From an optimization exercise on the open Yosys and OpenROAD flow, aimed at a short achievable clock period and few clock cycles per item; shortcuts taken in it are not production practice.
In this exercise RTL edits were held to simulation tests only and were not proved equivalent to the original.
Power figures rest on the tool's default switching activity, not on a simulated workload.

==> inputs of v4 <==
// sysc_verilog_top
module sysc_verilog_top
(
    input  wire                   clk,
    input  wire                   rst_n,
    input  wire [7:0]             s_axi_awid,
    input  wire [7:0]             s_axi_awaddr,
    input  wire [7:0]             s_axi_awlen,
    input  wire [2:0]             s_axi_awsize,
    input  wire [1:0]             s_axi_awburst,
    input  wire                   s_axi_awlock,
    input  wire [3:0]             s_axi_awcache,
    input  wire [2:0]             s_axi_awprot,
    input  wire                   s_axi_awvalid,
    output wire                   s_axi_awready,
    input  wire [31:0]            s_axi_wdata,
    input  wire [3:0]             s_axi_wstrb,
    input  wire                   s_axi_wlast,
    input  wire                   s_axi_wvalid,
    output wire                   s_axi_wready,
    output wire [7:0]             s_axi_bid,
    output wire [1:0]             s_axi_bresp,
    output wire                   s_axi_bvalid,
    input  wire                   s_axi_bready,
    input  wire [7:0]             s_axi_arid,
    input  wire [7:0]             s_axi_araddr,
    input  wire [7:0]             s_axi_arlen,
    input  wire [2:0]             s_axi_arsize,
    input  wire [1:0]             s_axi_arburst,
    input  wire                   s_axi_arlock,
    input  wire [3:0]             s_axi_arcache,
    input  wire [2:0]             s_axi_arprot,
    input  wire                   s_axi_arvalid,
    output wire                   s_axi_arready,
    output wire [7:0]             s_axi_rid,
    output wire [31:0]            s_axi_rdata,
    output wire [1:0]             s_axi_rresp,
    output wire                   s_axi_rlast,
    output wire                   s_axi_rvalid,
    input  wire                   s_axi_rready
);
Settings: LEC_CHECK=0, ABC_CLOCK_PERIOD_IN_PS=2000, CAP_MARGIN=20, CORE_MARGIN=2, CORE_UTILIZATION=40, SETUP_SLACK_MARGIN=2.5, SLEW_MARGIN=20, TNS_END_PERCENT=100; clock period 4.5 ns.
run.sh (not shown) runs the stock make flow with config.mk's settings and CLKGATE_MAP_FILE= SYNTH_SCRIPT=/design/flow/synth_recipe.tcl, a recipe that flattens the netlist after the stock synthesis.
==> v34 (differences from v4) <==
--- a/flow/design.v
+++ b/flow/design.v
@@ -38,10 +38,14 @@
     output wire                   s_axi_rlast,
     output wire                   s_axi_rvalid,
     input  wire                   s_axi_rready
 );
 integer i, j;
+localparam AQD = 2;          
+localparam WQD = 2;          
+localparam BQD = 2;          
+localparam RQD = 4;          
 function [2:0] step_of(input [2:0] size, input [1:0] burst);
     if (burst == 2'b00)
         step_of = 3'd0;
     else if (size == 3'd0)
         step_of = 3'd1;
@@ -55,76 +59,81 @@
     begin
         o = pop ? {1'b0, occ[3:1]} : occ;
         occ_next = push ? {o[2:0], 1'b1} : o;
     end
 endfunction
-function [3:0] rot(input [3:0] p, input adv);
-    rot = adv ? {p[2:0], p[3]} : p;
+function [3:0] rot(input [3:0] p, input adv, input integer n);
+    rot = !adv ? p : (n == 2) ? {2'b00, p[0], p[1]} : {p[2:0], p[3]};
 endfunction
 reg [31:0] mem [0:63];
-reg [27:0] awq [0:3];
+reg [27:0] awq [0:AQD-1];
 reg [3:0]  awq_wp, awq_rp, awq_occ;
 reg        awready_reg;
 reg       cw_valid;
 reg [7:0] cw_id;
 reg [7:0] cw_addr;
 reg [7:0] cw_cnt;            
 reg       cw_last;           
 reg [2:0] cw_step;
 reg [7:0] cw_hi;             
 reg [7:0] cw_lo;             
-reg [35:0] wq [0:3];
+reg [35:0] wq [0:WQD-1];
 reg [3:0]  wq_wp, wq_rp, wq_occ;
 reg        wready_reg;
-reg [3:0]  wb_en [0:63];
+reg [63:0] wb_row;
+reg [3:0]  wb_strb;
 reg [31:0] wb_data;
-reg [7:0] bq [0:3];
+reg [7:0] bq [0:BQD-1];
 reg [3:0] bq_wp, bq_rp, bq_occ;
 reg [7:0] bo_id;
 reg       bo_valid;
 wire aw_hs = s_axi_awvalid & awready_reg;
 wire w_hs  = s_axi_wvalid & wready_reg;
 wire b_pop = bo_valid & s_axi_bready;
-wire w_fire  = cw_valid & wq_occ[0] & (!cw_last | !bq_occ[3]);
+wire w_fire  = cw_valid & wq_occ[0] & (!cw_last | !bq_occ[BQD-1]);
 wire cw_free = !cw_valid | (w_fire & cw_last);
 wire awq_pop  = cw_free & awq_occ[0];
 wire awq_push = aw_hs & !(cw_free & !awq_occ[0]);
 wire b_push   = w_fire & cw_last;
 wire [3:0] awq_occ_n = occ_next(awq_occ, awq_push, awq_pop);
 wire [3:0] wq_occ_n  = occ_next(wq_occ, w_hs, w_fire);
 wire [3:0] bq_occ_n  = occ_next(bq_occ, b_push, b_pop);
-wire [3:0] bq_rp_n   = rot(bq_rp, b_pop);
+wire [3:0] bq_rp_n   = rot(bq_rp, b_pop, BQD);
 reg [27:0] awq_head;
 reg [35:0] wq_head;
 reg [7:0]  bq_next;          
 always @* begin
     awq_head = 28'd0;
     wq_head  = 36'd0;
     bq_next  = 8'd0;
-    for (i = 0; i < 4; i = i + 1) begin
+    for (i = 0; i < AQD; i = i + 1)
         awq_head = awq_head | (awq[i] & {28{awq_rp[i]}});
+    for (i = 0; i < WQD; i = i + 1)
         wq_head  = wq_head  | (wq[i]  & {36{wq_rp[i]}});
+    for (i = 0; i < BQD; i = i + 1)
         bq_next  = bq_next  | (bq[i]  & {8{bq_rp_n[i]}});
-    end
 end
 wire [27:0] aw_in = {s_axi_awlen == 8'd0, step_of(s_axi_awsize, s_axi_awburst),
                      s_axi_awlen, s_axi_awaddr, s_axi_awid};
 reg [7:0] cw_addr_n;
 always @* begin
     if (cw_free)
         cw_addr_n = awq_occ[0] ? awq_head[15:8] : s_axi_awaddr;
     else
         cw_addr_n = cw_addr + {5'd0, cw_step};
 end
+wire cw_carry = cw_step[2] | (cw_step[1] & cw_addr[1]) | (cw_step[0] & cw_addr[1] & cw_addr[0]);
+wire [7:0] cw_lo_inc = cw_carry ? {cw_lo[6:0], cw_lo[7]} : cw_lo;
+wire [7:0] cw_hi_inc = (cw_carry & cw_lo[7]) ? {cw_hi[6:0], cw_hi[7]} : cw_hi;
 always @(posedge clk) begin
-    for (i = 0; i < 4; i = i + 1)
+    for (i = 0; i < AQD; i = i + 1)
         if (awq_push && awq_wp[i])
             awq[i] <= aw_in;
-    awq_wp  <= rot(awq_wp, awq_push);
-    awq_rp  <= rot(awq_rp, awq_pop);
+    awq_wp  <= rot(awq_wp, awq_push, AQD);
+    awq_rp  <= rot(awq_rp, awq_pop, AQD);
     awq_occ <= awq_occ_n;
-    awready_reg <= !awq_occ_n[3];
+    awready_reg <= !awq_occ_n[AQD-1];
     if (cw_free) begin
         if (awq_occ[0] || aw_hs) begin
             cw_valid <= 1'b1;
             {cw_last, cw_step, cw_cnt, cw_id} <= awq_occ[0] ?
                 {awq_head[27:16], awq_head[7:0]} : {aw_in[27:16], aw_in[7:0]};
@@ -134,29 +143,30 @@
         end else begin
             cw_valid <= 1'b0;
         end
     end else if (w_fire) begin
         cw_addr <= cw_addr_n;
-        cw_hi   <= 8'd1 << cw_addr_n[7:5];
-        cw_lo   <= 8'd1 << cw_addr_n[4:2];
+        cw_hi   <= cw_hi_inc;
+        cw_lo   <= cw_lo_inc;
         cw_cnt  <= cw_cnt - 8'd1;
         cw_last <= (cw_cnt == 8'd1);
     end
-    for (i = 0; i < 4; i = i + 1)
+    for (i = 0; i < WQD; i = i + 1)
         if (w_hs && wq_wp[i])
             wq[i] <= {s_axi_wstrb, s_axi_wdata};
-    wq_wp  <= rot(wq_wp, w_hs);
-    wq_rp  <= rot(wq_rp, w_fire);
+    wq_wp  <= rot(wq_wp, w_hs, WQD);
+    wq_rp  <= rot(wq_rp, w_fire, WQD);
     wq_occ <= wq_occ_n;
-    wready_reg <= !wq_occ_n[3];
+    wready_reg <= !wq_occ_n[WQD-1];
     for (i = 0; i < 64; i = i + 1)
-        wb_en[i] <= (w_fire && cw_hi[i/8] && cw_lo[i%8]) ? wq_head[35:32] : 4'b0000;
+        wb_row[i] <= w_fire && cw_hi[i/8] && cw_lo[i%8];
+    wb_strb <= wq_head[35:32];
     wb_data <= wq_head[31:0];
-    for (i = 0; i < 4; i = i + 1)
+    for (i = 0; i < BQD; i = i + 1)
         if (b_push && bq_wp[i])
             bq[i] <= cw_id;
-    bq_wp  <= rot(bq_wp, b_push);
+    bq_wp  <= rot(bq_wp, b_push, BQD);
     bq_rp  <= bq_rp_n;
     bq_occ <= bq_occ_n;
     bo_valid <= bq_occ_n[0];
     bo_id    <= (b_push && !(b_pop ? bq_occ[1] : bq_occ[0])) ? cw_id : bq_next;
     if (!rst_n) begin
@@ -167,122 +177,123 @@
         cw_valid <= 1'b0;
         wq_wp <= 4'b0001;
         wq_rp <= 4'b0001;
         wq_occ <= 4'b0000;
         wready_reg <= 1'b0;
-        for (i = 0; i < 64; i = i + 1)
-            wb_en[i] <= 4'b0000;
+        wb_row <= 64'd0;
         bq_wp <= 4'b0001;
         bq_rp <= 4'b0001;
         bq_occ <= 4'b0000;
         bo_valid <= 1'b0;
     end
 end
 always @(posedge clk) begin
     for (i = 0; i < 64; i = i + 1)
         for (j = 0; j < 4; j = j + 1)
-            if (wb_en[i][j])
+            if (wb_row[i] && wb_strb[j])
                 mem[i][8*j +: 8] <= wb_data[8*j +: 8];
 end
 assign s_axi_awready = awready_reg;
 assign s_axi_wready  = wready_reg;
 assign s_axi_bvalid  = bo_valid;
 assign s_axi_bid     = bo_id;
 assign s_axi_bresp   = 2'b00;
-reg [27:0] arq [0:3];
+reg [27:0] arq [0:AQD-1];
 reg [3:0]  arq_wp, arq_rp, arq_occ;
 reg        arready_reg;
 reg       cr_valid;
 reg [7:0] cr_id;
 reg [7:0] cr_addr;
 reg [7:0] cr_cnt;
 reg       cr_last;
 reg [2:0] cr_step;
-reg [7:0] cr_lo;             
+reg [15:0] cr_lo;            
 reg        s1_valid;
-reg [7:0]  s1_sel;           
+reg [3:0]  s1_sel;           
 reg [7:0]  s1_id;
 reg        s1_last;
-reg [31:0] s1_data [0:7];
-reg [40:0] rq [0:3];
+reg [31:0] s1_data [0:3];
+reg [40:0] rq [0:RQD-1];
 reg [3:0]  rq_wp, rq_rp, rq_occ;
 reg [40:0] ro;
 reg        ro_valid;
 reg [3:0]  r_cred;           
 wire ar_hs = s_axi_arvalid & arready_reg;
 wire r_pop = ro_valid & s_axi_rready;
-wire r_fire  = cr_valid & !r_cred[3];
+wire r_fire  = cr_valid & !r_cred[RQD-1];
 wire cr_free = !cr_valid | (r_fire & cr_last);
 wire arq_pop  = cr_free & arq_occ[0];
 wire arq_push = ar_hs & !(cr_free & !arq_occ[0]);
 wire [3:0] arq_occ_n = occ_next(arq_occ, arq_push, arq_pop);
 wire [3:0] rq_occ_n  = occ_next(rq_occ, s1_valid, r_pop);
-wire [3:0] rq_rp_n   = rot(rq_rp, r_pop);
+wire [3:0] rq_rp_n   = rot(rq_rp, r_pop, RQD);
 wire [27:0] ar_in = {s_axi_arlen == 8'd0, step_of(s_axi_arsize, s_axi_arburst),
                      s_axi_arlen, s_axi_araddr, s_axi_arid};
-reg [31:0] s1_mux [0:7];
+reg [31:0] s1_mux [0:3];
 reg [31:0] s2_data;
 reg [27:0] arq_head;
 reg [40:0] rq_next;          
 always @* begin
-    for (i = 0; i < 8; i = i + 1) begin
+    for (i = 0; i < 4; i = i + 1) begin
         s1_mux[i] = 32'd0;
-        for (j = 0; j < 8; j = j + 1)
-            s1_mux[i] = s1_mux[i] | (mem[8*i + j] & {32{cr_lo[j]}});
+        for (j = 0; j < 16; j = j + 1)
+            s1_mux[i] = s1_mux[i] | (mem[16*i + j] & {32{cr_lo[j]}});
     end
     s2_data = 32'd0;
-    for (j = 0; j < 8; j = j + 1)
+    for (j = 0; j < 4; j = j + 1)
         s2_data = s2_data | (s1_data[j] & {32{s1_sel[j]}});
     arq_head = 28'd0;
     rq_next  = 41'd0;
-    for (i = 0; i < 4; i = i + 1) begin
+    for (i = 0; i < AQD; i = i + 1)
         arq_head = arq_head | (arq[i] & {28{arq_rp[i]}});
+    for (i = 0; i < RQD; i = i + 1)
         rq_next  = rq_next  | (rq[i]  & {41{rq_rp_n[i]}});
-    end
 end
 reg [7:0] cr_addr_n;
 always @* begin
     if (cr_free)
         cr_addr_n = arq_occ[0] ? arq_head[15:8] : s_axi_araddr;
     else
         cr_addr_n = cr_addr + {5'd0, cr_step};
 end
+wire cr_carry = cr_step[2] | (cr_step[1] & cr_addr[1]) | (cr_step[0] & cr_addr[1] & cr_addr[0]);
+wire [15:0] cr_lo_inc = cr_carry ? {cr_lo[14:0], cr_lo[15]} : cr_lo;
 always @(posedge clk) begin
-    for (i = 0; i < 4; i = i + 1)
+    for (i = 0; i < AQD; i = i + 1)
         if (arq_push && arq_wp[i])
             arq[i] <= ar_in;
-    arq_wp  <= rot(arq_wp, arq_push);
-    arq_rp  <= rot(arq_rp, arq_pop);
+    arq_wp  <= rot(arq_wp, arq_push, AQD);
+    arq_rp  <= rot(arq_rp, arq_pop, AQD);
     arq_occ <= arq_occ_n;
-    arready_reg <= !arq_occ_n[3];
+    arready_reg <= !arq_occ_n[AQD-1];
     if (cr_free) begin
         if (arq_occ[0] || ar_hs) begin
             cr_valid <= 1'b1;
             {cr_last, cr_step, cr_cnt, cr_id} <= arq_occ[0] ?
                 {arq_head[27:16], arq_head[7:0]} : {ar_in[27:16], ar_in[7:0]};
             cr_addr  <= cr_addr_n;
-            cr_lo    <= 8'd1 << cr_addr_n[4:2];
+            cr_lo    <= 16'd1 << cr_addr_n[5:2];
         end else begin
             cr_valid <= 1'b0;
         end
     end else if (r_fire) begin
         cr_addr <= cr_addr_n;
-        cr_lo   <= 8'd1 << cr_addr_n[4:2];
+        cr_lo   <= cr_lo_inc;
         cr_cnt  <= cr_cnt - 8'd1;
         cr_last <= (cr_cnt == 8'd1);
     end
     s1_valid <= r_fire;
-    s1_sel   <= 8'd1 << cr_addr[7:5];
+    s1_sel   <= 4'd1 << cr_addr[7:6];
     s1_id    <= cr_id;
     s1_last  <= cr_last;
-    for (i = 0; i < 8; i = i + 1)
+    for (i = 0; i < 4; i = i + 1)
         s1_data[i] <= s1_mux[i];
     r_cred <= occ_next(r_cred, r_fire, r_pop);
-    for (i = 0; i < 4; i = i + 1)
+    for (i = 0; i < RQD; i = i + 1)
         if (s1_valid && rq_wp[i])
             rq[i] <= {s1_last, s1_id, s2_data};
-    rq_wp  <= rot(rq_wp, s1_valid);
+    rq_wp  <= rot(rq_wp, s1_valid, RQD);
     rq_rp  <= rq_rp_n;
     rq_occ <= rq_occ_n;
     ro_valid <= rq_occ_n[0];
     ro       <= (s1_valid && !(r_pop ? rq_occ[1] : rq_occ[0])) ?
                 {s1_last, s1_id, s2_data} : rq_next;
Settings changed: CORE_UTILIZATION 40 to 60, CTS_CLUSTER_DIAMETER from default to 100, CTS_CLUSTER_SIZE from default to 28, TNS_END_PERCENT 100 to default.
==> reports/metrics.yaml <==
synth:
  synth.area.mux_share_pct: 0.176
  ys_ff_latch: 2838
  synth_cell_type_count: 69
finish:
  clkbuf_count: 208
run_status:
  outcome: "finished clean"
route:
  wire_per_inst_microns: 35.5
sta:
  min_period_over_period_pct: 48.4
  fin_skew_ns: 0.0325
-- figures above: v34

==> reports/metrics.yaml <==
synth:
  synth.area.mux_share_pct: 0.263
  synth_cell_type_count: 70
sta:
  fin_skew_ns: 0.0662
  min_period_over_period_pct: 51.4
route:
  wire_per_inst_microns: 28.6
  antenna_left: 1
run_status:
  outcome: "complete, but fails checks"
  so_faults: "antenna violations"
-- figures above: v4

Testbench counts of v4, summed over its fixed seeds: cycles 4,393, items 8,352.
Testbench counts of v34, summed over its fixed seeds: cycles 4,393, items 8,352.

---

==> 09-27: inputs <==
==> flow/design.v <==
`timescale 1ps / 1fs
module sysc_verilog_top
(
    input  wire                   clk,
    input  wire                   rst_n,
    input  wire [7:0]             s_axi_awid,
    input  wire [7:0]             s_axi_awaddr,
    input  wire [7:0]             s_axi_awlen,
    input  wire [2:0]             s_axi_awsize,
    input  wire [1:0]             s_axi_awburst,
    input  wire                   s_axi_awlock,
    input  wire [3:0]             s_axi_awcache,
    input  wire [2:0]             s_axi_awprot,
    input  wire                   s_axi_awvalid,
    output wire                   s_axi_awready,
    input  wire [31:0]            s_axi_wdata,
    input  wire [3:0]             s_axi_wstrb,
    input  wire                   s_axi_wlast,
    input  wire                   s_axi_wvalid,
    output wire                   s_axi_wready,
    output wire [7:0]             s_axi_bid,
    output wire [1:0]             s_axi_bresp,
    output wire                   s_axi_bvalid,
    input  wire                   s_axi_bready,
    input  wire [7:0]             s_axi_arid,
    input  wire [7:0]             s_axi_araddr,
    input  wire [7:0]             s_axi_arlen,
    input  wire [2:0]             s_axi_arsize,
    input  wire [1:0]             s_axi_arburst,
    input  wire                   s_axi_arlock,
    input  wire [3:0]             s_axi_arcache,
    input  wire [2:0]             s_axi_arprot,
    input  wire                   s_axi_arvalid,
    output wire                   s_axi_arready,
    output wire [7:0]             s_axi_rid,
    output wire [31:0]            s_axi_rdata,
    output wire [1:0]             s_axi_rresp,
    output wire                   s_axi_rlast,
    output wire                   s_axi_rvalid,
    input  wire                   s_axi_rready
);
integer i, j;
localparam AQD = 2;          
localparam WQD = 2;          
localparam BQD = 2;          
localparam RQD = 4;          
function [2:0] step_of(input [2:0] size, input [1:0] burst);
    if (burst == 2'b00)
        step_of = 3'd0;
    else if (size == 3'd0)
        step_of = 3'd1;
    else if (size == 3'd1)
        step_of = 3'd2;
    else
        step_of = 3'd4;
endfunction
function [3:0] occ_next(input [3:0] occ, input push, input pop);
    reg [3:0] o;
    begin
        o = pop ? {1'b0, occ[3:1]} : occ;
        occ_next = push ? {o[2:0], 1'b1} : o;
    end
endfunction
function [3:0] rot(input [3:0] p, input adv, input integer n);
    rot = !adv ? p : (n == 2) ? {2'b00, p[0], p[1]} : {p[2:0], p[3]};
endfunction
reg [31:0] mem [0:63];
reg [27:0] awq [0:AQD-1];
reg [3:0]  awq_wp, awq_rp, awq_occ;
reg        awready_reg;
reg       cw_valid;
reg [7:0] cw_id;
reg [7:0] cw_addr;
reg [7:0] cw_cnt;            
reg       cw_last;           
reg [2:0] cw_step;
reg [7:0] cw_hi;             
reg [7:0] cw_lo;             
reg [35:0] wq [0:WQD-1];
reg [3:0]  wq_wp, wq_rp, wq_occ;
reg        wready_reg;
reg [63:0] wb_row;
reg [3:0]  wb_strb;
reg [31:0] wb_data;
reg [7:0] bq [0:BQD-1];
reg [3:0] bq_wp, bq_rp, bq_occ;
reg [7:0] bo_id;
reg       bo_valid;
wire aw_hs = s_axi_awvalid & awready_reg;
wire w_hs  = s_axi_wvalid & wready_reg;
wire b_pop = bo_valid & s_axi_bready;
wire w_fire  = cw_valid & wq_occ[0] & (!cw_last | !bq_occ[BQD-1]);
wire cw_free = !cw_valid | (w_fire & cw_last);
wire awq_pop  = cw_free & awq_occ[0];
wire awq_push = aw_hs & !(cw_free & !awq_occ[0]);
wire b_push   = w_fire & cw_last;
wire [3:0] awq_occ_n = occ_next(awq_occ, awq_push, awq_pop);
wire [3:0] wq_occ_n  = occ_next(wq_occ, w_hs, w_fire);
wire [3:0] bq_occ_n  = occ_next(bq_occ, b_push, b_pop);
wire [3:0] bq_rp_n   = rot(bq_rp, b_pop, BQD);
reg [27:0] awq_head;
reg [35:0] wq_head;
reg [7:0]  bq_next;          
always @* begin
    awq_head = 28'd0;
    wq_head  = 36'd0;
    bq_next  = 8'd0;
    for (i = 0; i < AQD; i = i + 1)
        awq_head = awq_head | (awq[i] & {28{awq_rp[i]}});
    for (i = 0; i < WQD; i = i + 1)
        wq_head  = wq_head  | (wq[i]  & {36{wq_rp[i]}});
    for (i = 0; i < BQD; i = i + 1)
        bq_next  = bq_next  | (bq[i]  & {8{bq_rp_n[i]}});
end
wire [27:0] aw_in = {s_axi_awlen == 8'd0, step_of(s_axi_awsize, s_axi_awburst),
                     s_axi_awlen, s_axi_awaddr, s_axi_awid};
reg [7:0] cw_addr_n;
always @* begin
    if (cw_free)
        cw_addr_n = awq_occ[0] ? awq_head[15:8] : s_axi_awaddr;
    else
        cw_addr_n = cw_addr + {5'd0, cw_step};
end
wire cw_carry = cw_step[2] | (cw_step[1] & cw_addr[1]) | (cw_step[0] & cw_addr[1] & cw_addr[0]);
wire [7:0] cw_lo_inc = cw_carry ? {cw_lo[6:0], cw_lo[7]} : cw_lo;
wire [7:0] cw_hi_inc = (cw_carry & cw_lo[7]) ? {cw_hi[6:0], cw_hi[7]} : cw_hi;
always @(posedge clk) begin
    for (i = 0; i < AQD; i = i + 1)
        if (awq_push && awq_wp[i])
            awq[i] <= aw_in;
    awq_wp  <= rot(awq_wp, awq_push, AQD);
    awq_rp  <= rot(awq_rp, awq_pop, AQD);
    awq_occ <= awq_occ_n;
    awready_reg <= !awq_occ_n[AQD-1];
    if (cw_free) begin
        if (awq_occ[0] || aw_hs) begin
            cw_valid <= 1'b1;
            {cw_last, cw_step, cw_cnt, cw_id} <= awq_occ[0] ?
                {awq_head[27:16], awq_head[7:0]} : {aw_in[27:16], aw_in[7:0]};
            cw_addr  <= cw_addr_n;
            cw_hi    <= 8'd1 << cw_addr_n[7:5];
            cw_lo    <= 8'd1 << cw_addr_n[4:2];
        end else begin
            cw_valid <= 1'b0;
        end
    end else if (w_fire) begin
        cw_addr <= cw_addr_n;
        cw_hi   <= cw_hi_inc;
        cw_lo   <= cw_lo_inc;
        cw_cnt  <= cw_cnt - 8'd1;
        cw_last <= (cw_cnt == 8'd1);
    end
    for (i = 0; i < WQD; i = i + 1)
        if (w_hs && wq_wp[i])
            wq[i] <= {s_axi_wstrb, s_axi_wdata};
    wq_wp  <= rot(wq_wp, w_hs, WQD);
    wq_rp  <= rot(wq_rp, w_fire, WQD);
    wq_occ <= wq_occ_n;
    wready_reg <= !wq_occ_n[WQD-1];
    for (i = 0; i < 64; i = i + 1)
        wb_row[i] <= w_fire && cw_hi[i/8] && cw_lo[i%8];
    wb_strb <= wq_head[35:32];
    wb_data <= wq_head[31:0];
    for (i = 0; i < BQD; i = i + 1)
        if (b_push && bq_wp[i])
            bq[i] <= cw_id;
    bq_wp  <= rot(bq_wp, b_push, BQD);
    bq_rp  <= bq_rp_n;
    bq_occ <= bq_occ_n;
    bo_valid <= bq_occ_n[0];
    bo_id    <= (b_push && !(b_pop ? bq_occ[1] : bq_occ[0])) ? cw_id : bq_next;
    if (!rst_n) begin
        awq_wp <= 4'b0001;
        awq_rp <= 4'b0001;
        awq_occ <= 4'b0000;
        awready_reg <= 1'b0;
        cw_valid <= 1'b0;
        wq_wp <= 4'b0001;
        wq_rp <= 4'b0001;
        wq_occ <= 4'b0000;
        wready_reg <= 1'b0;
        wb_row <= 64'd0;
        bq_wp <= 4'b0001;
        bq_rp <= 4'b0001;
        bq_occ <= 4'b0000;
        bo_valid <= 1'b0;
    end
end
always @(posedge clk) begin
    for (i = 0; i < 64; i = i + 1)
        for (j = 0; j < 4; j = j + 1)
            if (wb_row[i] && wb_strb[j])
                mem[i][8*j +: 8] <= wb_data[8*j +: 8];
end
assign s_axi_awready = awready_reg;
assign s_axi_wready  = wready_reg;
assign s_axi_bvalid  = bo_valid;
assign s_axi_bid     = bo_id;
assign s_axi_bresp   = 2'b00;
reg [27:0] arq [0:AQD-1];
reg [3:0]  arq_wp, arq_rp, arq_occ;
reg        arready_reg;
reg       cr_valid;
reg [7:0] cr_id;
reg [7:0] cr_addr;
reg [7:0] cr_cnt;
reg       cr_last;
reg [2:0] cr_step;
reg [15:0] cr_lo;            
reg        s1_valid;
reg [3:0]  s1_sel;           
reg [7:0]  s1_id;
reg        s1_last;
reg [31:0] s1_data [0:3];
reg [40:0] rq [0:RQD-1];
reg [3:0]  rq_wp, rq_rp, rq_occ;
reg [40:0] ro;
reg        ro_valid;
reg [3:0]  r_cred;           
wire ar_hs = s_axi_arvalid & arready_reg;
wire r_pop = ro_valid & s_axi_rready;
wire r_fire  = cr_valid & !r_cred[RQD-1];
wire cr_free = !cr_valid | (r_fire & cr_last);
wire arq_pop  = cr_free & arq_occ[0];
wire arq_push = ar_hs & !(cr_free & !arq_occ[0]);
wire [3:0] arq_occ_n = occ_next(arq_occ, arq_push, arq_pop);
wire [3:0] rq_occ_n  = occ_next(rq_occ, s1_valid, r_pop);
wire [3:0] rq_rp_n   = rot(rq_rp, r_pop, RQD);
wire [27:0] ar_in = {s_axi_arlen == 8'd0, step_of(s_axi_arsize, s_axi_arburst),
                     s_axi_arlen, s_axi_araddr, s_axi_arid};
reg [31:0] s1_mux [0:3];
reg [31:0] s2_data;
reg [27:0] arq_head;
reg [40:0] rq_next;          
always @* begin
    for (i = 0; i < 4; i = i + 1) begin
        s1_mux[i] = 32'd0;
        for (j = 0; j < 16; j = j + 1)
            s1_mux[i] = s1_mux[i] | (mem[16*i + j] & {32{cr_lo[j]}});
    end
    s2_data = 32'd0;
    for (j = 0; j < 4; j = j + 1)
        s2_data = s2_data | (s1_data[j] & {32{s1_sel[j]}});
    arq_head = 28'd0;
    rq_next  = 41'd0;
    for (i = 0; i < AQD; i = i + 1)
        arq_head = arq_head | (arq[i] & {28{arq_rp[i]}});
    for (i = 0; i < RQD; i = i + 1)
        rq_next  = rq_next  | (rq[i]  & {41{rq_rp_n[i]}});
end
reg [7:0] cr_addr_n;
always @* begin
    if (cr_free)
        cr_addr_n = arq_occ[0] ? arq_head[15:8] : s_axi_araddr;
    else
        cr_addr_n = cr_addr + {5'd0, cr_step};
end
wire cr_carry = cr_step[2] | (cr_step[1] & cr_addr[1]) | (cr_step[0] & cr_addr[1] & cr_addr[0]);
wire [15:0] cr_lo_inc = cr_carry ? {cr_lo[14:0], cr_lo[15]} : cr_lo;
always @(posedge clk) begin
    for (i = 0; i < AQD; i = i + 1)
        if (arq_push && arq_wp[i])
            arq[i] <= ar_in;
    arq_wp  <= rot(arq_wp, arq_push, AQD);
    arq_rp  <= rot(arq_rp, arq_pop, AQD);
    arq_occ <= arq_occ_n;
    arready_reg <= !arq_occ_n[AQD-1];
    if (cr_free) begin
        if (arq_occ[0] || ar_hs) begin
            cr_valid <= 1'b1;
            {cr_last, cr_step, cr_cnt, cr_id} <= arq_occ[0] ?
                {arq_head[27:16], arq_head[7:0]} : {ar_in[27:16], ar_in[7:0]};
            cr_addr  <= cr_addr_n;
            cr_lo    <= 16'd1 << cr_addr_n[5:2];
        end else begin
            cr_valid <= 1'b0;
        end
    end else if (r_fire) begin
        cr_addr <= cr_addr_n;
        cr_lo   <= cr_lo_inc;
        cr_cnt  <= cr_cnt - 8'd1;
        cr_last <= (cr_cnt == 8'd1);
    end
    s1_valid <= r_fire;
    s1_sel   <= 4'd1 << cr_addr[7:6];
    s1_id    <= cr_id;
    s1_last  <= cr_last;
    for (i = 0; i < 4; i = i + 1)
        s1_data[i] <= s1_mux[i];
    r_cred <= occ_next(r_cred, r_fire, r_pop);
    for (i = 0; i < RQD; i = i + 1)
        if (s1_valid && rq_wp[i])
            rq[i] <= {s1_last, s1_id, s2_data};
    rq_wp  <= rot(rq_wp, s1_valid, RQD);
    rq_rp  <= rq_rp_n;
    rq_occ <= rq_occ_n;
    ro_valid <= rq_occ_n[0];
    ro       <= (s1_valid && !(r_pop ? rq_occ[1] : rq_occ[0])) ?
                {s1_last, s1_id, s2_data} : rq_next;
    if (!rst_n) begin
        arq_wp <= 4'b0001;
        arq_rp <= 4'b0001;
        arq_occ <= 4'b0000;
        arready_reg <= 1'b0;
        cr_valid <= 1'b0;
        s1_valid <= 1'b0;
        r_cred <= 4'b0000;
        rq_wp <= 4'b0001;
        rq_rp <= 4'b0001;
        rq_occ <= 4'b0000;
        ro_valid <= 1'b0;
    end
end
assign s_axi_arready = arready_reg;
assign s_axi_rvalid  = ro_valid;
assign s_axi_rid     = ro[39:32];
assign s_axi_rdata   = ro[31:0];
assign s_axi_rlast   = ro[40];
assign s_axi_rresp   = 2'b00;
endmodule
==> flow/run.sh <==
#!/bin/bash
# synth_recipe.tcl (not shown) runs the flow's synth.tcl, then flattens the netlist and writes it again
# the make line also repeats each setting of config.mk as NAME=value (left out here)
make -C /OpenROAD-flow-scripts/flow DESIGN_CONFIG=/design/flow/config.mk WORK_HOME=/design/flow/orfs CLKGATE_MAP_FILE= SYNTH_SCRIPT=/design/flow/synth_recipe.tcl finish
==> flow/config.mk <==
export PLATFORM = sky130hd
export DESIGN_NAME = sysc_verilog_top
export DESIGN_NICKNAME = sysc_verilog_top
export VERILOG_FILES = /design/flow/design.v
export SDC_FILE = /design/flow/constraint.sdc
export NUM_CORES = 4
export LEC_CHECK = 0
export ABC_CLOCK_PERIOD_IN_PS = 2000
export CAP_MARGIN = 20
export CORE_MARGIN = 2
export CORE_UTILIZATION = 70
export CTS_CLUSTER_DIAMETER = 90
export CTS_CLUSTER_SIZE = 25
export SETUP_SLACK_MARGIN = 2.5
export SLEW_MARGIN = 20
==> flow/constraint.sdc <==
create_clock -name core_clock -period 4.5 [get_ports {clk}]
set_input_delay 0.9000 -clock core_clock [delete_from_list [all_inputs] [get_ports {clk}]]
set_output_delay 0.9000 -clock core_clock [all_outputs]
set_load 0.01 [all_outputs]
==> 03-22 (differences from 09-27) <==
==> flow/design.v, changed modules only <==
module sysc_verilog_top
(
    input  wire                   clk,
    input  wire                   rst_n,
    input  wire [7:0]             s_axi_awid,
    input  wire [7:0]             s_axi_awaddr,
    input  wire [7:0]             s_axi_awlen,
    input  wire [2:0]             s_axi_awsize,
    input  wire [1:0]             s_axi_awburst,
    input  wire                   s_axi_awlock,
    input  wire [3:0]             s_axi_awcache,
    input  wire [2:0]             s_axi_awprot,
    input  wire                   s_axi_awvalid,
    output wire                   s_axi_awready,
    input  wire [31:0]            s_axi_wdata,
    input  wire [3:0]             s_axi_wstrb,
    input  wire                   s_axi_wlast,
    input  wire                   s_axi_wvalid,
    output wire                   s_axi_wready,
    output wire [7:0]             s_axi_bid,
    output wire [1:0]             s_axi_bresp,
    output wire                   s_axi_bvalid,
    input  wire                   s_axi_bready,
    input  wire [7:0]             s_axi_arid,
    input  wire [7:0]             s_axi_araddr,
    input  wire [7:0]             s_axi_arlen,
    input  wire [2:0]             s_axi_arsize,
    input  wire [1:0]             s_axi_arburst,
    input  wire                   s_axi_arlock,
    input  wire [3:0]             s_axi_arcache,
    input  wire [2:0]             s_axi_arprot,
    input  wire                   s_axi_arvalid,
    output wire                   s_axi_arready,
    output wire [7:0]             s_axi_rid,
    output wire [31:0]            s_axi_rdata,
    output wire [1:0]             s_axi_rresp,
    output wire                   s_axi_rlast,
    output wire                   s_axi_rvalid,
    input  wire                   s_axi_rready
);
integer i, j;
function [2:0] step_of(input [2:0] size, input [1:0] burst);
    if (burst == 2'b00)
        step_of = 3'd0;
    else if (size == 3'd0)
        step_of = 3'd1;
    else if (size == 3'd1)
        step_of = 3'd2;
    else
        step_of = 3'd4;
endfunction
function [3:0] occ_next(input [3:0] occ, input push, input pop);
    reg [3:0] o;
    begin
        o = pop ? {1'b0, occ[3:1]} : occ;
        occ_next = push ? {o[2:0], 1'b1} : o;
    end
endfunction
function [3:0] rot(input [3:0] p, input adv);
    rot = adv ? {p[2:0], p[3]} : p;
endfunction
reg [31:0] mem [0:63];
reg [27:0] awq [0:3];
reg [3:0]  awq_wp, awq_rp, awq_occ;
reg        awready_reg;
reg       cw_valid;
reg [7:0] cw_id;
reg [7:0] cw_addr;
reg [7:0] cw_cnt;            
reg       cw_last;           
reg [2:0] cw_step;
reg [7:0] cw_hi;             
reg [7:0] cw_lo;             
reg [35:0] wq [0:3];
reg [3:0]  wq_wp, wq_rp, wq_occ;
reg        wready_reg;
reg [3:0]  wb_en [0:63];
reg [31:0] wb_data;
reg [7:0] bq [0:3];
reg [3:0] bq_wp, bq_rp, bq_occ;
reg [7:0] bo_id;
reg       bo_valid;
wire aw_hs = s_axi_awvalid & awready_reg;
wire w_hs  = s_axi_wvalid & wready_reg;
wire b_pop = bo_valid & s_axi_bready;
wire w_fire  = cw_valid & wq_occ[0] & (!cw_last | !bq_occ[3]);
wire cw_free = !cw_valid | (w_fire & cw_last);
wire awq_pop  = cw_free & awq_occ[0];
wire awq_push = aw_hs & !(cw_free & !awq_occ[0]);
wire b_push   = w_fire & cw_last;
wire [3:0] awq_occ_n = occ_next(awq_occ, awq_push, awq_pop);
wire [3:0] wq_occ_n  = occ_next(wq_occ, w_hs, w_fire);
wire [3:0] bq_occ_n  = occ_next(bq_occ, b_push, b_pop);
wire [3:0] bq_rp_n   = rot(bq_rp, b_pop);
reg [27:0] awq_head;
reg [35:0] wq_head;
reg [7:0]  bq_next;          
always @* begin
    awq_head = 28'd0;
    wq_head  = 36'd0;
    bq_next  = 8'd0;
    for (i = 0; i < 4; i = i + 1) begin
        awq_head = awq_head | (awq[i] & {28{awq_rp[i]}});
        wq_head  = wq_head  | (wq[i]  & {36{wq_rp[i]}});
        bq_next  = bq_next  | (bq[i]  & {8{bq_rp_n[i]}});
    end
end
wire [27:0] aw_in = {s_axi_awlen == 8'd0, step_of(s_axi_awsize, s_axi_awburst),
                     s_axi_awlen, s_axi_awaddr, s_axi_awid};
reg [7:0] cw_addr_n;
always @* begin
    if (cw_free)
        cw_addr_n = awq_occ[0] ? awq_head[15:8] : s_axi_awaddr;
    else
        cw_addr_n = cw_addr + {5'd0, cw_step};
end
always @(posedge clk) begin
    for (i = 0; i < 4; i = i + 1)
        if (awq_push && awq_wp[i])
            awq[i] <= aw_in;
    awq_wp  <= rot(awq_wp, awq_push);
    awq_rp  <= rot(awq_rp, awq_pop);
    awq_occ <= awq_occ_n;
    awready_reg <= !awq_occ_n[3];
    if (cw_free) begin
        if (awq_occ[0] || aw_hs) begin
            cw_valid <= 1'b1;
            {cw_last, cw_step, cw_cnt, cw_id} <= awq_occ[0] ?
                {awq_head[27:16], awq_head[7:0]} : {aw_in[27:16], aw_in[7:0]};
            cw_addr  <= cw_addr_n;
            cw_hi    <= 8'd1 << cw_addr_n[7:5];
            cw_lo    <= 8'd1 << cw_addr_n[4:2];
        end else begin
            cw_valid <= 1'b0;
        end
    end else if (w_fire) begin
        cw_addr <= cw_addr_n;
        cw_hi   <= 8'd1 << cw_addr_n[7:5];
        cw_lo   <= 8'd1 << cw_addr_n[4:2];
        cw_cnt  <= cw_cnt - 8'd1;
        cw_last <= (cw_cnt == 8'd1);
    end
    for (i = 0; i < 4; i = i + 1)
        if (w_hs && wq_wp[i])
            wq[i] <= {s_axi_wstrb, s_axi_wdata};
    wq_wp  <= rot(wq_wp, w_hs);
    wq_rp  <= rot(wq_rp, w_fire);
    wq_occ <= wq_occ_n;
    wready_reg <= !wq_occ_n[3];
    for (i = 0; i < 64; i = i + 1)
        wb_en[i] <= (w_fire && cw_hi[i/8] && cw_lo[i%8]) ? wq_head[35:32] : 4'b0000;
    wb_data <= wq_head[31:0];
    for (i = 0; i < 4; i = i + 1)
        if (b_push && bq_wp[i])
            bq[i] <= cw_id;
    bq_wp  <= rot(bq_wp, b_push);
    bq_rp  <= bq_rp_n;
    bq_occ <= bq_occ_n;
    bo_valid <= bq_occ_n[0];
    bo_id    <= (b_push && !(b_pop ? bq_occ[1] : bq_occ[0])) ? cw_id : bq_next;
    if (!rst_n) begin
        awq_wp <= 4'b0001;
        awq_rp <= 4'b0001;
        awq_occ <= 4'b0000;
        awready_reg <= 1'b0;
        cw_valid <= 1'b0;
        wq_wp <= 4'b0001;
        wq_rp <= 4'b0001;
        wq_occ <= 4'b0000;
        wready_reg <= 1'b0;
        for (i = 0; i < 64; i = i + 1)
            wb_en[i] <= 4'b0000;
        bq_wp <= 4'b0001;
        bq_rp <= 4'b0001;
        bq_occ <= 4'b0000;
        bo_valid <= 1'b0;
    end
end
always @(posedge clk) begin
    for (i = 0; i < 64; i = i + 1)
        for (j = 0; j < 4; j = j + 1)
            if (wb_en[i][j])
                mem[i][8*j +: 8] <= wb_data[8*j +: 8];
end
assign s_axi_awready = awready_reg;
assign s_axi_wready  = wready_reg;
assign s_axi_bvalid  = bo_valid;
assign s_axi_bid     = bo_id;
assign s_axi_bresp   = 2'b00;
reg [27:0] arq [0:3];
reg [3:0]  arq_wp, arq_rp, arq_occ;
reg        arready_reg;
reg       cr_valid;
reg [7:0] cr_id;
reg [7:0] cr_addr;
reg [7:0] cr_cnt;
reg       cr_last;
reg [2:0] cr_step;
reg [7:0] cr_lo;             
reg        s1_valid;
reg [7:0]  s1_sel;           
reg [7:0]  s1_id;
reg        s1_last;
reg [31:0] s1_data [0:7];
reg [40:0] rq [0:3];
reg [3:0]  rq_wp, rq_rp, rq_occ;
reg [40:0] ro;
reg        ro_valid;
reg [3:0]  r_cred;           
wire ar_hs = s_axi_arvalid & arready_reg;
wire r_pop = ro_valid & s_axi_rready;
wire r_fire  = cr_valid & !r_cred[3];
wire cr_free = !cr_valid | (r_fire & cr_last);
wire arq_pop  = cr_free & arq_occ[0];
wire arq_push = ar_hs & !(cr_free & !arq_occ[0]);
wire [3:0] arq_occ_n = occ_next(arq_occ, arq_push, arq_pop);
wire [3:0] rq_occ_n  = occ_next(rq_occ, s1_valid, r_pop);
wire [3:0] rq_rp_n   = rot(rq_rp, r_pop);
wire [27:0] ar_in = {s_axi_arlen == 8'd0, step_of(s_axi_arsize, s_axi_arburst),
                     s_axi_arlen, s_axi_araddr, s_axi_arid};
reg [31:0] s1_mux [0:7];
reg [31:0] s2_data;
reg [27:0] arq_head;
reg [40:0] rq_next;          
always @* begin
    for (i = 0; i < 8; i = i + 1) begin
        s1_mux[i] = 32'd0;
        for (j = 0; j < 8; j = j + 1)
            s1_mux[i] = s1_mux[i] | (mem[8*i + j] & {32{cr_lo[j]}});
    end
    s2_data = 32'd0;
    for (j = 0; j < 8; j = j + 1)
        s2_data = s2_data | (s1_data[j] & {32{s1_sel[j]}});
    arq_head = 28'd0;
    rq_next  = 41'd0;
    for (i = 0; i < 4; i = i + 1) begin
        arq_head = arq_head | (arq[i] & {28{arq_rp[i]}});
        rq_next  = rq_next  | (rq[i]  & {41{rq_rp_n[i]}});
    end
end
reg [7:0] cr_addr_n;
always @* begin
    if (cr_free)
        cr_addr_n = arq_occ[0] ? arq_head[15:8] : s_axi_araddr;
    else
        cr_addr_n = cr_addr + {5'd0, cr_step};
end
always @(posedge clk) begin
    for (i = 0; i < 4; i = i + 1)
        if (arq_push && arq_wp[i])
            arq[i] <= ar_in;
    arq_wp  <= rot(arq_wp, arq_push);
    arq_rp  <= rot(arq_rp, arq_pop);
    arq_occ <= arq_occ_n;
    arready_reg <= !arq_occ_n[3];
    if (cr_free) begin
        if (arq_occ[0] || ar_hs) begin
            cr_valid <= 1'b1;
            {cr_last, cr_step, cr_cnt, cr_id} <= arq_occ[0] ?
                {arq_head[27:16], arq_head[7:0]} : {ar_in[27:16], ar_in[7:0]};
            cr_addr  <= cr_addr_n;
            cr_lo    <= 8'd1 << cr_addr_n[4:2];
        end else begin
            cr_valid <= 1'b0;
        end
    end else if (r_fire) begin
        cr_addr <= cr_addr_n;
        cr_lo   <= 8'd1 << cr_addr_n[4:2];
        cr_cnt  <= cr_cnt - 8'd1;
        cr_last <= (cr_cnt == 8'd1);
    end
    s1_valid <= r_fire;
    s1_sel   <= 8'd1 << cr_addr[7:5];
    s1_id    <= cr_id;
    s1_last  <= cr_last;
    for (i = 0; i < 8; i = i + 1)
        s1_data[i] <= s1_mux[i];
    r_cred <= occ_next(r_cred, r_fire, r_pop);
    for (i = 0; i < 4; i = i + 1)
        if (s1_valid && rq_wp[i])
            rq[i] <= {s1_last, s1_id, s2_data};
    rq_wp  <= rot(rq_wp, s1_valid);
    rq_rp  <= rq_rp_n;
    rq_occ <= rq_occ_n;
    ro_valid <= rq_occ_n[0];
    ro       <= (s1_valid && !(r_pop ? rq_occ[1] : rq_occ[0])) ?
                {s1_last, s1_id, s2_data} : rq_next;
    if (!rst_n) begin
        arq_wp <= 4'b0001;
        arq_rp <= 4'b0001;
        arq_occ <= 4'b0000;
        arready_reg <= 1'b0;
        cr_valid <= 1'b0;
        s1_valid <= 1'b0;
        r_cred <= 4'b0000;
        rq_wp <= 4'b0001;
        rq_rp <= 4'b0001;
        rq_occ <= 4'b0000;
        ro_valid <= 1'b0;
    end
end
assign s_axi_arready = arready_reg;
assign s_axi_rvalid  = ro_valid;
assign s_axi_rid     = ro[39:32];
assign s_axi_rdata   = ro[31:0];
assign s_axi_rlast   = ro[40];
assign s_axi_rresp   = 2'b00;
endmodule
--- a/flow/config.mk
+++ b/flow/config.mk
@@ -8,8 +8,6 @@
 export ABC_CLOCK_PERIOD_IN_PS = 2000
 export CAP_MARGIN = 20
 export CORE_MARGIN = 2
-export CORE_UTILIZATION = 70
-export CTS_CLUSTER_DIAMETER = 90
-export CTS_CLUSTER_SIZE = 25
+export CORE_UTILIZATION = 40
 export SETUP_SLACK_MARGIN = 2.5
 export SLEW_MARGIN = 20
==> comparison <==
Between 03-22 and 09-27, the lower worst hold slack is in 03-22 (gap 0.021 ns).
Against 03-22, the core utilization of 09-27 is higher by 30 points.
Register-to-register slack: 03-22 is lower than 09-27 (0.03 ns).
Between 03-22 and 09-27, the lower sequential share of layout area is in 03-22 (gap 3.6 points).
In 09-27 the setup slack is higher than in 03-22, by 0.11 ns.
03-22 reached the layout checks and failed them: antenna violations. 09-27 produced a clean layout.
Of 03-22 and 09-27, 09-27 has the higher fmax (gap 4.6%, measured against 09-27).
Die area: 09-27 is lower than 03-22 (about 50%).
In 09-27 the total power is lower than in 03-22, by about 30%.
Cell count: 09-27 is smaller than 03-22 (29%).
Testbench counts of 09-27, summed over its fixed seeds: cycles 4,393, items 8,352.
Testbench counts of 03-22, summed over its fixed seeds: cycles 4,393, items 8,352.

-- separate check: timing with driven ports --
How much do the figures lean on ideal ports? The routed layouts below were timed once more, with nothing changed but the port constraints.
Step 1, drivers: a clkbuf_16 drives clk and a buf_2 each remaining input, both assumed.
Step 2 adds t to the input delays and takes it off the output delays; t is the mean of the earliest and latest rising clock arrival at the registers after step 1. Input paths then give back, and output paths get back, about the clock's delay inside the block.
Slacks: ideal ports / drivers / drivers and shift; pairs: ideal ports / drivers.
run | t, ns | setup slack, ns | worst setup path after step 2 | latest minus earliest clock arrival (ns)
v4 | 1.018 | 2.186 / 2.083 / 1.511 | input to register | 0.081 / 0.081
v34 | 0.858 | 2.321 / 2.232 / 1.815 | input to register | 0.042 / 0.042
09-27 | 0.891 | 2.293 / 2.207 / 1.713 | input to register | 0.035 / 0.035
03-22 | 1.018 | 2.186 / 2.083 / 1.511 | input to register | 0.081 / 0.081
